What follows belongs to an exercise in optimizing a design on an open flow for small area and a short achievable clock period; a production flow would make more cautious choices.
In this exercise RTL edits were held to simulation tests only and were not proved equivalent to the original.
No activity file was given, so power comes from the tool's default toggle rates.

### design/flow/run.sh
#!/bin/bash
# synth_recipe.tcl (not shown) runs the flow's synth.tcl, then flattens the netlist and writes it again
# the make line also repeats each setting of config.mk as NAME=value (left out here)
make -C /OpenROAD-flow-scripts/flow DESIGN_CONFIG=/design/flow/config.mk WORK_HOME=/design/flow/orfs CLKGATE_MAP_FILE= SYNTH_SCRIPT=/design/flow/synth_recipe.tcl finish
### design/flow/config.mk
export PLATFORM = sky130hd
export DESIGN_NAME = conv3x3_unit
export DESIGN_NICKNAME = conv3x3_unit
export VERILOG_FILES = /design/flow/design.v
export SDC_FILE = /design/flow/constraint.sdc
export NUM_CORES = 8
export LEC_CHECK = 0
export CAP_MARGIN = 20
export CORE_MARGIN = 2
export CORE_UTILIZATION = 40
export PLACE_DENSITY = 0.6
export SETUP_SLACK_MARGIN = 4
export SLEW_MARGIN = 20
### design/flow/constraint.sdc
create_clock -name core_clock -period 125.0 [get_ports {clk}]
set_input_delay 25.0000 -clock core_clock [delete_from_list [all_inputs] [get_ports {clk}]]
set_output_delay 25.0000 -clock core_clock [all_outputs]
set_load 0.01 [all_outputs]
### design/flow/design.v
`timescale 1ns / 1ps
module multiplication_normaliser(in_e, in_m, out_e, out_m);
  input [7:0] in_e;
  input [47:0] in_m;
  output [7:0] out_e;
  output [47:0] out_m;
  wire [7:0] in_e;
  wire [47:0] in_m;
  reg [7:0] out_e;
  reg [47:0] out_m;
  always @ ( * ) begin
    out_e = in_e;
    out_m = in_m;
	  if (in_m[46:41] == 6'b000001) begin
			out_e = in_e - 5;
			out_m = in_m << 5;
		end else if (in_m[46:42] == 5'b00001) begin
			out_e = in_e - 4;
			out_m = in_m << 4;
		end else if (in_m[46:43] == 4'b0001) begin
			out_e = in_e - 3;
			out_m = in_m << 3;
		end else if (in_m[46:44] == 3'b001) begin
			out_e = in_e - 2;
			out_m = in_m << 2;
		end else if (in_m[46:45] == 2'b01) begin
			out_e = in_e - 1;
			out_m = in_m << 1;
		end
  end
endmodule
`timescale 1ns / 1ps
module multiplier(
    a,
    b,
    out
    );
  input wire  [31:0] a, b;
  output wire [31:0] out;
	reg a_sign;
  reg [7:0] a_exponent;
  reg [23:0] a_mantissa;
	reg b_sign;
  reg [7:0] b_exponent;
  reg [23:0] b_mantissa;
  reg o_sign;
  reg [7:0] o_exponent;
  reg [24:0] o_mantissa;
	reg [47:0] product;
  assign out = ((a == 32'h0 || a == 32'h80000000) || (b == 32'h0 || b == 32'h80000000) || (a_exponent == 255 || b_exponent == 255)) ? 32'h0 : {o_sign, o_exponent, o_mantissa[22:0]};
	reg  [7:0] i_e;
	reg  [47:0] i_m;
	wire [7:0] o_e;
	wire [47:0] o_m;
	multiplication_normaliser norm1
	(
		.in_e(i_e),
		.in_m(i_m),
		.out_e(o_e),
		.out_m(o_m)
	);
  always @ ( * ) begin
    i_e = 8'd0;
    i_m = 48'd0;
		a_sign = a[31];
		if(a[30:23] == 0) begin
			a_exponent = 8'b00000001;
			a_mantissa = {1'b0, a[22:0]};
		end else begin
			a_exponent = a[30:23];
			a_mantissa = {1'b1, a[22:0]};
		end
		b_sign = b[31];
		if(b[30:23] == 0) begin
			b_exponent = 8'b00000001;
			b_mantissa = {1'b0, b[22:0]};
		end else begin
			b_exponent = b[30:23];
			b_mantissa = {1'b1, b[22:0]};
		end
    o_sign = a_sign ^ b_sign;
    o_exponent = a_exponent + b_exponent - 127;
    product = a_mantissa * b_mantissa;
    if(product[47] == 1) begin
      o_exponent = o_exponent + 1;
      product = product >> 1;
    end else if((product[46] != 1) && (o_exponent != 0)) begin
      i_e = o_exponent;
      i_m = product;
      o_exponent = o_e;
      product = o_m;
    end
		o_mantissa = product[46:23];
	end
endmodule
`timescale 1ns / 1ps
module addition_normaliser(in_e, in_m, out_e, out_m);
  input [7:0] in_e;
  input [24:0] in_m;
  output [7:0] out_e;
  output [24:0] out_m;
  wire [7:0] in_e;
  wire [24:0] in_m;
  reg [7:0] out_e;
  reg [24:0] out_m;
  always @ ( * ) begin
    out_e = in_e;
    out_m = in_m;
		if (in_m[23:3] == 21'b000000000000000000001) begin
			out_e = in_e - 20;
			out_m = in_m << 20;
		end else if (in_m[23:4] == 20'b00000000000000000001) begin
			out_e = in_e - 19;
			out_m = in_m << 19;
		end else if (in_m[23:5] == 19'b0000000000000000001) begin
			out_e = in_e - 18;
			out_m = in_m << 18;
		end else if (in_m[23:6] == 18'b000000000000000001) begin
			out_e = in_e - 17;
			out_m = in_m << 17;
		end else if (in_m[23:7] == 17'b00000000000000001) begin
			out_e = in_e - 16;
			out_m = in_m << 16;
		end else if (in_m[23:8] == 16'b0000000000000001) begin
			out_e = in_e - 15;
			out_m = in_m << 15;
		end else if (in_m[23:9] == 15'b000000000000001) begin
			out_e = in_e - 14;
			out_m = in_m << 14;
		end else if (in_m[23:10] == 14'b00000000000001) begin
			out_e = in_e - 13;
			out_m = in_m << 13;
		end else if (in_m[23:11] == 13'b0000000000001) begin
			out_e = in_e - 12;
			out_m = in_m << 12;
		end else if (in_m[23:12] == 12'b000000000001) begin
			out_e = in_e - 11;
			out_m = in_m << 11;
		end else if (in_m[23:13] == 11'b00000000001) begin
			out_e = in_e - 10;
			out_m = in_m << 10;
		end else if (in_m[23:14] == 10'b0000000001) begin
			out_e = in_e - 9;
			out_m = in_m << 9;
		end else if (in_m[23:15] == 9'b000000001) begin
			out_e = in_e - 8;
			out_m = in_m << 8;
		end else if (in_m[23:16] == 8'b00000001) begin
			out_e = in_e - 7;
			out_m = in_m << 7;
		end else if (in_m[23:17] == 7'b0000001) begin
			out_e = in_e - 6;
			out_m = in_m << 6;
		end else if (in_m[23:18] == 6'b000001) begin
			out_e = in_e - 5;
			out_m = in_m << 5;
		end else if (in_m[23:19] == 5'b00001) begin
			out_e = in_e - 4;
			out_m = in_m << 4;
		end else if (in_m[23:20] == 4'b0001) begin
			out_e = in_e - 3;
			out_m = in_m << 3;
		end else if (in_m[23:21] == 3'b001) begin
			out_e = in_e - 2;
			out_m = in_m << 2;
		end else if (in_m[23:22] == 2'b01) begin
			out_e = in_e - 1;
			out_m = in_m << 1;
		end
  end
endmodule
`timescale 1ns / 1ps
module adder(
    a,
    b,
    out
    );
  input wire  [31:0] a, b;
  output wire [31:0] out;
	reg a_sign;
	reg [7:0] a_exponent;
	reg [23:0] a_mantissa;
	reg b_sign;
	reg [7:0] b_exponent;
	reg [23:0] b_mantissa;
  reg o_sign;
  reg [7:0] o_exponent;
  reg [24:0] o_mantissa;
  reg [7:0] diff;
  reg [23:0] tmp_mantissa;
  reg [7:0] tmp_exponent;
  reg  [7:0] i_e;
  reg  [24:0] i_m;
  wire [7:0] o_e;
  wire [24:0] o_m;
  assign out = ((a[31] == ~b[31] && a[30:0] == b[30:0]) || ((a == 32'h0 || a == 32'h80000000) && (b == 32'h0 || b == 32'h80000000)) || ((a_exponent == 255) || (b_exponent == 255))) ? 32'h0 : {o_sign, o_exponent[7:0], o_mantissa[22:0]};
  always @ ( * ) begin
    i_e = 8'd0;
    i_m = 25'd0;
    diff = 8'd0;
    tmp_mantissa = 24'd0;
		a_sign = a[31];
		if(a[30:23] == 0) begin
			a_exponent = 8'b00000001;
			a_mantissa = {1'b0, a[22:0]};
		end else begin
			a_exponent = a[30:23];
			a_mantissa = {1'b1, a[22:0]};
		end
		b_sign = b[31];
		if(b[30:23] == 0) begin
			b_exponent = 8'b00000001;
			b_mantissa = {1'b0, b[22:0]};
		end else begin
			b_exponent = b[30:23];
			b_mantissa = {1'b1, b[22:0]};
		end
    if (a_exponent == b_exponent) begin  
      o_exponent = a_exponent;
      if (a_sign == b_sign) begin  
        o_mantissa = a_mantissa + b_mantissa;
        o_mantissa[24] = 1;
        o_sign = a_sign;
      end else begin  
        if(a_mantissa > b_mantissa) begin
          o_mantissa = a_mantissa - b_mantissa;
          o_sign = a_sign;
        end else begin
          o_mantissa = b_mantissa - a_mantissa;
          o_sign = b_sign;
        end
      end
    end else begin  
      if (a_exponent > b_exponent) begin  
        o_exponent = a_exponent;
        o_sign = a_sign;
				diff = a_exponent - b_exponent;
        tmp_mantissa = b_mantissa >> diff;
        if (a_sign == b_sign)
          o_mantissa = a_mantissa + tmp_mantissa;
        else
          	o_mantissa = a_mantissa - tmp_mantissa;
      end else begin  
        o_exponent = b_exponent;
        o_sign = b_sign;
        diff = b_exponent - a_exponent;
        tmp_mantissa = a_mantissa >> diff;
        if (a_sign == b_sign) begin
          o_mantissa = b_mantissa + tmp_mantissa;
        end else begin
					o_mantissa = b_mantissa - tmp_mantissa;
        end
      end
    end
    if(o_mantissa[24] == 1) begin
      o_exponent = o_exponent + 1;
      o_mantissa = o_mantissa >> 1;
    end else if((o_mantissa[23] != 1) && (o_exponent != 0)) begin
      i_e = o_exponent;
      i_m = o_mantissa;
      o_exponent = o_e;
      o_mantissa = o_m;
    end
  end
addition_normaliser norm1
  (
    .in_e(i_e),
    .in_m(i_m),
    .out_e(o_e),
    .out_m(o_m)
  );
endmodule
`timescale 1ns / 1ps
module multiplier_tree
    #(
    parameter in_weight0 = 32'b10111111100000000000000000000000,
    parameter in_weight1 = 32'b0,
    parameter in_weight2 = 32'b00111111100000000000000000000000,
    parameter in_weight3 = 32'b11000000000000000000000000000000,
    parameter in_weight4 = 32'b0,
    parameter in_weight5 = 32'b01000000000000000000000000000000,
    parameter in_weight6 = 32'b10111111100000000000000000000000,
    parameter in_weight7 = 32'b0,
    parameter in_weight8 = 32'b00111111100000000000000000000000
    )
    (
    mul0, 
    mul1,
    mul2, 
    mul3, 
    mul4, 
    mul5, 
    mul6, 
    mul7, 
    mul8,
    in_mul0,
    in_mul1,
    in_mul2,
    in_mul3,
    in_mul4,
    in_mul5,
    in_mul6,
    in_mul7,
    in_mul8
    );
    input wire [31:0] in_mul0,
                    in_mul1,
                    in_mul2,
                    in_mul3,
                    in_mul4,
                    in_mul5,
                    in_mul6,
                    in_mul7,
                    in_mul8;
    output wire [31:0] mul0, 
                    mul1,
                    mul2, 
                    mul3, 
                    mul4, 
                    mul5, 
                    mul6, 
                    mul7, 
                    mul8;
multiplier m0(
    .a(in_mul0),
    .b(in_weight0),
    .out(mul0)
);
multiplier m1(
    .a(in_mul1),
    .b(in_weight1),
    .out(mul1)
);
multiplier m2(
    .a(in_mul2),
    .b(in_weight2),
    .out(mul2)
);
multiplier m3(
    .a(in_mul3),
    .b(in_weight3),
    .out(mul3)
);    
multiplier m4(
    .a(in_mul4),
    .b(in_weight4),
    .out(mul4)
);    
multiplier m5(
    .a(in_mul5),
    .b(in_weight5),
    .out(mul5)
);    
multiplier m6(
    .a(in_mul6),
    .b(in_weight6),
    .out(mul6)
);   
multiplier m7(
    .a(in_mul7),
    .b(in_weight7),
    .out(mul7)
);   
multiplier m8(
    .a(in_mul8),
    .b(in_weight8),
    .out(mul8)
);
endmodule
`timescale 1ns / 1ps
module adder_tree(
    result,
    in_add0,
    in_add1,
    in_add2,
    in_add3,
    in_add4,
    in_add5,
    in_add6,
    in_add7,
    in_add8
    );
    input wire [31:0] in_add0,
                    in_add1,
                    in_add2,
                    in_add3,
                    in_add4,
                    in_add5,
                    in_add6,
                    in_add7,
                    in_add8;
    output wire [31:0] result;
    wire [31:0] add0,
                add1,
                add2,
                add3,
                add4,
                add5,
                add6;
adder a0(
    .a(in_add0),
    .b(in_add1),
    .out(add0)
);
adder a1(
    .a(add0),
    .b(in_add2),
    .out(add1)
);
adder a2(
    .a(add1),
    .b(in_add3),
    .out(add2)
);
adder a3(
    .a(add2),
    .b(in_add4),
    .out(add3)
);
adder a4(
    .a(add3),
    .b(in_add5),
    .out(add4)
);
adder a5(
    .a(add4),
    .b(in_add6),
    .out(add5)
);
adder a6(
    .a(add5),
    .b(in_add7),
    .out(add6)
);
adder a7(
    .a(add6),
    .b(in_add8),
    .out(result)
);
endmodule
`timescale 1ns / 1ps
module conv_core
    #(
    parameter in_weight0 = 32'b10111111100000000000000000000000,
    parameter in_weight1 = 32'b0,
    parameter in_weight2 = 32'b00111111100000000000000000000000,
    parameter in_weight3 = 32'b11000000000000000000000000000000,
    parameter in_weight4 = 32'b0,
    parameter in_weight5 = 32'b01000000000000000000000000000000,
    parameter in_weight6 = 32'b10111111100000000000000000000000,
    parameter in_weight7 = 32'b0,
    parameter in_weight8 = 32'b00111111100000000000000000000000
    )
    (
    result,
    in0,
    in1,
    in2,
    in3,
    in4,
    in5,
    in6,
    in7,
    in8
    );
    input wire [31:0] in0,
                    in1,
                    in2,
                    in3,
                    in4,
                    in5,
                    in6,
                    in7,
                    in8;
    output wire [31:0] result;
    wire [31:0] in_add0,
                in_add1,
                in_add2,
                in_add3,
                in_add4,
                in_add5,
                in_add6,
                in_add7,
                in_add8;
multiplier_tree #(in_weight0,
                  in_weight1,
                  in_weight2,
                  in_weight3,
                  in_weight4,
                  in_weight5,
                  in_weight6,
                  in_weight7,
                  in_weight8)
                  mt0(
    .mul0(in_add0), 
    .mul1(in_add1),
    .mul2(in_add2), 
    .mul3(in_add3), 
    .mul4(in_add4), 
    .mul5(in_add5), 
    .mul6(in_add6), 
    .mul7(in_add7), 
    .mul8(in_add8),
    .in_mul0(in0),
    .in_mul1(in1),
    .in_mul2(in2),
    .in_mul3(in3),
    .in_mul4(in4),
    .in_mul5(in5),
    .in_mul6(in6),
    .in_mul7(in7),
    .in_mul8(in8)
    );
adder_tree at0(
    .result(result),
    .in_add0(in_add0),
    .in_add1(in_add1),
    .in_add2(in_add2),
    .in_add3(in_add3),
    .in_add4(in_add4),
    .in_add5(in_add5),
    .in_add6(in_add6),
    .in_add7(in_add7),
    .in_add8(in_add8)
    );
endmodule
module conv3x3_unit (
    input  wire        clk,
    input  wire        rst,
    input  wire        in_valid,
    input  wire [31:0] in0,
    input  wire [31:0] in1,
    input  wire [31:0] in2,
    input  wire [31:0] in3,
    input  wire [31:0] in4,
    input  wire [31:0] in5,
    input  wire [31:0] in6,
    input  wire [31:0] in7,
    input  wire [31:0] in8,
    output reg         out_valid,
    output reg  [31:0] result
);
    reg        v_q;
    reg [31:0] in0_q, in1_q, in2_q, in3_q, in4_q, in5_q, in6_q, in7_q, in8_q;
    wire [31:0] sum;
    always @(posedge clk) begin
        if (rst) begin
            v_q       <= 1'b0;
            out_valid <= 1'b0;
        end else begin
            v_q       <= in_valid;
            out_valid <= v_q;
        end
        in0_q  <= in0;
        in1_q  <= in1;
        in2_q  <= in2;
        in3_q  <= in3;
        in4_q  <= in4;
        in5_q  <= in5;
        in6_q  <= in6;
        in7_q  <= in7;
        in8_q  <= in8;
        result <= sum;
    end
    conv_core #(
        .in_weight0(32'b10111101110101001000001111011010),
        .in_weight1(32'b10111101101111101011011000001110),
        .in_weight2(32'b10111110000000000010100010110000),
        .in_weight3(32'b10111100101000110010001101101001),
        .in_weight4(32'b10111100110001001010111101111101),
        .in_weight5(32'b10111101101000010100111110001000),
        .in_weight6(32'b00111110000111111001110100100100),
        .in_weight7(32'b00111101100100011000110000001110),
        .in_weight8(32'b00111101111000111111001011001000)
    ) core (
        .result(sum),
        .in0(in0_q), .in1(in1_q), .in2(in2_q),
        .in3(in3_q), .in4(in4_q), .in5(in5_q),
        .in6(in6_q), .in7(in7_q), .in8(in8_q)
    );
endmodule
==> reports/qor.csv <==
metric;value;unit
# clock sinks;322;
Stages on worst setup path;532;
Worst Skew;0.0754;ns
Hold Path End;out_valid;
Avg Cell Area, Syn;7.09;µm²
drt wl/cell;30.5;µm
IO Port Bufs;323;
Die X;808;µm
CP top delay family;compound AO/OA/AOI/OAI gates;
clock power share;0;%
CP Capture Point;result[0];
Mapped Nets;42000;
overall power;2.14;W
Final Setup Violations;0;
most common cell after layout, fill and taps aside;inv_1;
CTS buffer count;49;
worst-skew pair later-pin latency;0.85;ns
Worst Path Arrival;115.30;ns
#FFs+latches synth;322;
GPL Wtd Cong;1.06;
dpl hpwl;1090;mm
Reg area;6450;µm²
Worst setup startpoint;in0_q[25];
placed insts;44800;
status;finished clean;
Max Cap Viol;0;
worst-path cell with the longest stage delay;o31ai_1;
Antenna Nets Post-Route;0;
Worst R2R Path Depth;532;
Die Footprint;653000;µm²
vias in the first global route;290000;
Hold Crit Class;flop to flop;
# DRC;0;
Logic power comb;2.14;W
pre-CTS worst setup slack;4.38;ns
Synth-to-Final Area Change;8.83;%
cell taking the most area after synthesis;ha_1;
fill count;67200;
most frequent cells in the layout;inv_1, ha_1, nor2_1;
Tot GR Track Use;39.8;%
number of synthesized flops with an enable pin;0;
min cycle time layout;114.58;ns
PwrDens;7600;nW/µm²
Die Height;808;µm
share of post-route cells with drive strength above 1;8.05;%
initial antenna violation count;62;
CTS tree;done;
r2r setup slk;10.42;ns
first-pass GRT wire length;2000;mm
total global routing overflow;0;
crit path kind;flop to flop;
Synthesis Warnings;5;
clk buf depth;3;
register area share after synthesis;2.49;%
Max Clk Rate;8.73;MHz
worst r2r dst;result[0];
final std cells w/o fill;45000;
area of the multi-input gates;232000;µm²
Mapped Cells;36500;
CP Capture Type;flop;
FF-to-FF Start;in0_q[25];
worst vdd ir;0.00645;V
Final Hold Fails;0;
CP Max Fanout;36;
Net Sw Frac;67.2;%
I/O Pins;324;
Setup TNS;0;ns
Top cell by count, worst path;a21oi_1;
largest power group;combinational logic;
root buf cell;clkbuf_16;
Pint;702;mW
CP required;125.72;ns
P_sw;1.44;W
DRT iter0 DRCs;41500;
Async S/R FF share, synth;0;%
Reg power frac;0;%
Leak;126;nW
Std-Cell Rows;295;
core footprint;645000;µm²
Clock Power;162;µW
max-slew violations;0;
Initial Util;40.1;%
RSZ-0062 raised after global routing;no;
Hold Path Depth;1;
setup slack after layout;10.42;ns
Synth area leaders;ha_1, fa_1, inv_1;
Vias/cell;6.70;
# nets final;41700;
Tightest Pin Transition;1.28;ns
Reg clk slew, reported paths;0.09;ns
largest net degree at the start of global routing;86;
min-delay src;v_q;
vias post-DR;302000;
critical path's largest stage delay;0.95;ns
crit path launch type;flop;
CTS H-Tree Depth;2;
synthesized cell area;259000;µm²
final WL;1370;mm
top cell type's share of synthesized area;17.0;%
Buf/Inv on CP;58;
power share of the combinational group;100.0;%
crit share post-route;91.7;%
Synth cell types;147;
hold buffer count at cts;0;
ys flop type;dfxtp_1;
post-layout util;43.7;%
1st-pass router iterations;12;
P_seq;590;µW
relative slew slack;14.1;%
## state kept, by name (all words and copies together) (netlist names)
signal / cells
in1_q: 32
in8_q: 32
in2_q: 32
in0_q: 32
v_q: 1
out_valid: 1
in7_q: 32
in4_q: 32
in6_q: 32
in3_q: 32
result: 32
in5_q: 32
## Yosys cell counts (152+ instances only)
cell,n
o221ai_1,376
buf_1,160
nand4_1,401
nor2b_1,182
nor4_1,274
nor3_1,922
o21bai_1,467
ha_1,3521
o31ai_1,278
nand2_1,2980
o21ai_1,224
or3_1,268
and2_1,231
and3_1,271
buf_2,159
a211oi_1,684
a211o_1,160
nand3_1,909
xor2_1,455
nor2_1,3155
inv_1,3862
nand2b_1,237
o22ai_1,500
o21a_1,257
a21o_1,642
a21oi_1,2811
o211ai_1,551
fa_1,1652
o2111ai_1,170
xnor2_1,1198
a31oi_1,542
clkbuf_1,1875
mux2i_1,419
a2111oi_0,152
dfxtp_1,322
o21ai_0,2066
a221oi_1,306
a22oi_1,268
## metrics by stage
| step | hold WS (ns) | cell area, µm² |
|---|---|---|
| 2_1_floorplan | 0.414 | 259000 |
| 3_3_place_gp | 0.434 | 278000 |
| 3_5_place_dp | 0.436 | 278000 |
| 4_1_cts | 0.460 | 280000 |
| 5_1_grt | 0.474 | 282000 |
| 6_report | 0.458 | 282000 |
## area by class of cell
cell class / count / area share [%]
Multi-Input combinational cell: 30000 / 82.4
Clock inverter: 37 / 0.160
Inverter: 3923 / 5.24
Tap cell: 8613 / 3.83
Antenna cell: 74 / 0.0657
Timing Repair Buffer: 1974 / 5.59
Sequential cell: 322 / 2.29
Clock buffer: 54 / 0.460
## logic make-up (layout without fill, tap and decap cells)
logic type	count (synthesis)	in the layout	share of synthesized area (%)
compound gates	12200	12200	31.6
mux	605	605	2.63
xor+xnor	1656	1656	5.62
buf+inv	6156	5988	9.08
fa+ha+maj	5175	5175	29.8
other cells	2	76	0.00290
flops	322	322	2.49
simple gates	10400	10400	18.8
## per-layer routing
| metal | vias to the layer above | routed length [µm] | global-route usage, % |
|---|---|---|---|
| li1 | 132000 | - | - |
| met2 | 19600 | 589000 | 61.6 |
| met4 | 38 | 107000 | 25.0 |
| met5 | - | 310 | 0.00731 |
| met3 | 4946 | 135000 | 7.62 |
| met1 | 145000 | 542000 | 50.9 |
## timing repair
item	4_1_cts	5_1_grt
gates cloned	0	1
endpoints found under the setup margin	9	32
buffers inserted	0	55
gates resized for setup	1	314
pin swaps	0	28

==> re-timing with driven ports <==
Ports are ideal in the flow. The routed layout listed here was re-timed in OpenROAD. Step 1: set_driving_cell puts a clkbuf_16 on clk and a buf_2 on each other input, an assumption about the parent block. Step 2 also shifts input and output timing later by t, the mid clock arrival at the registers, as if the neighbouring blocks saw the same clock. Three values: ideal ports, drivers, drivers and shift; two values: the first two.
t (ns): 0.946
setup WS [ns]: 10.418 / 10.418 / 10.418
worst setup path after step 2: register to register
pins driven straight from the clock port: 1
After both steps this run still meets setup and hold. The setup slack of this run moves by 0.000 ns with the drivers and by 0.000 ns with both steps.
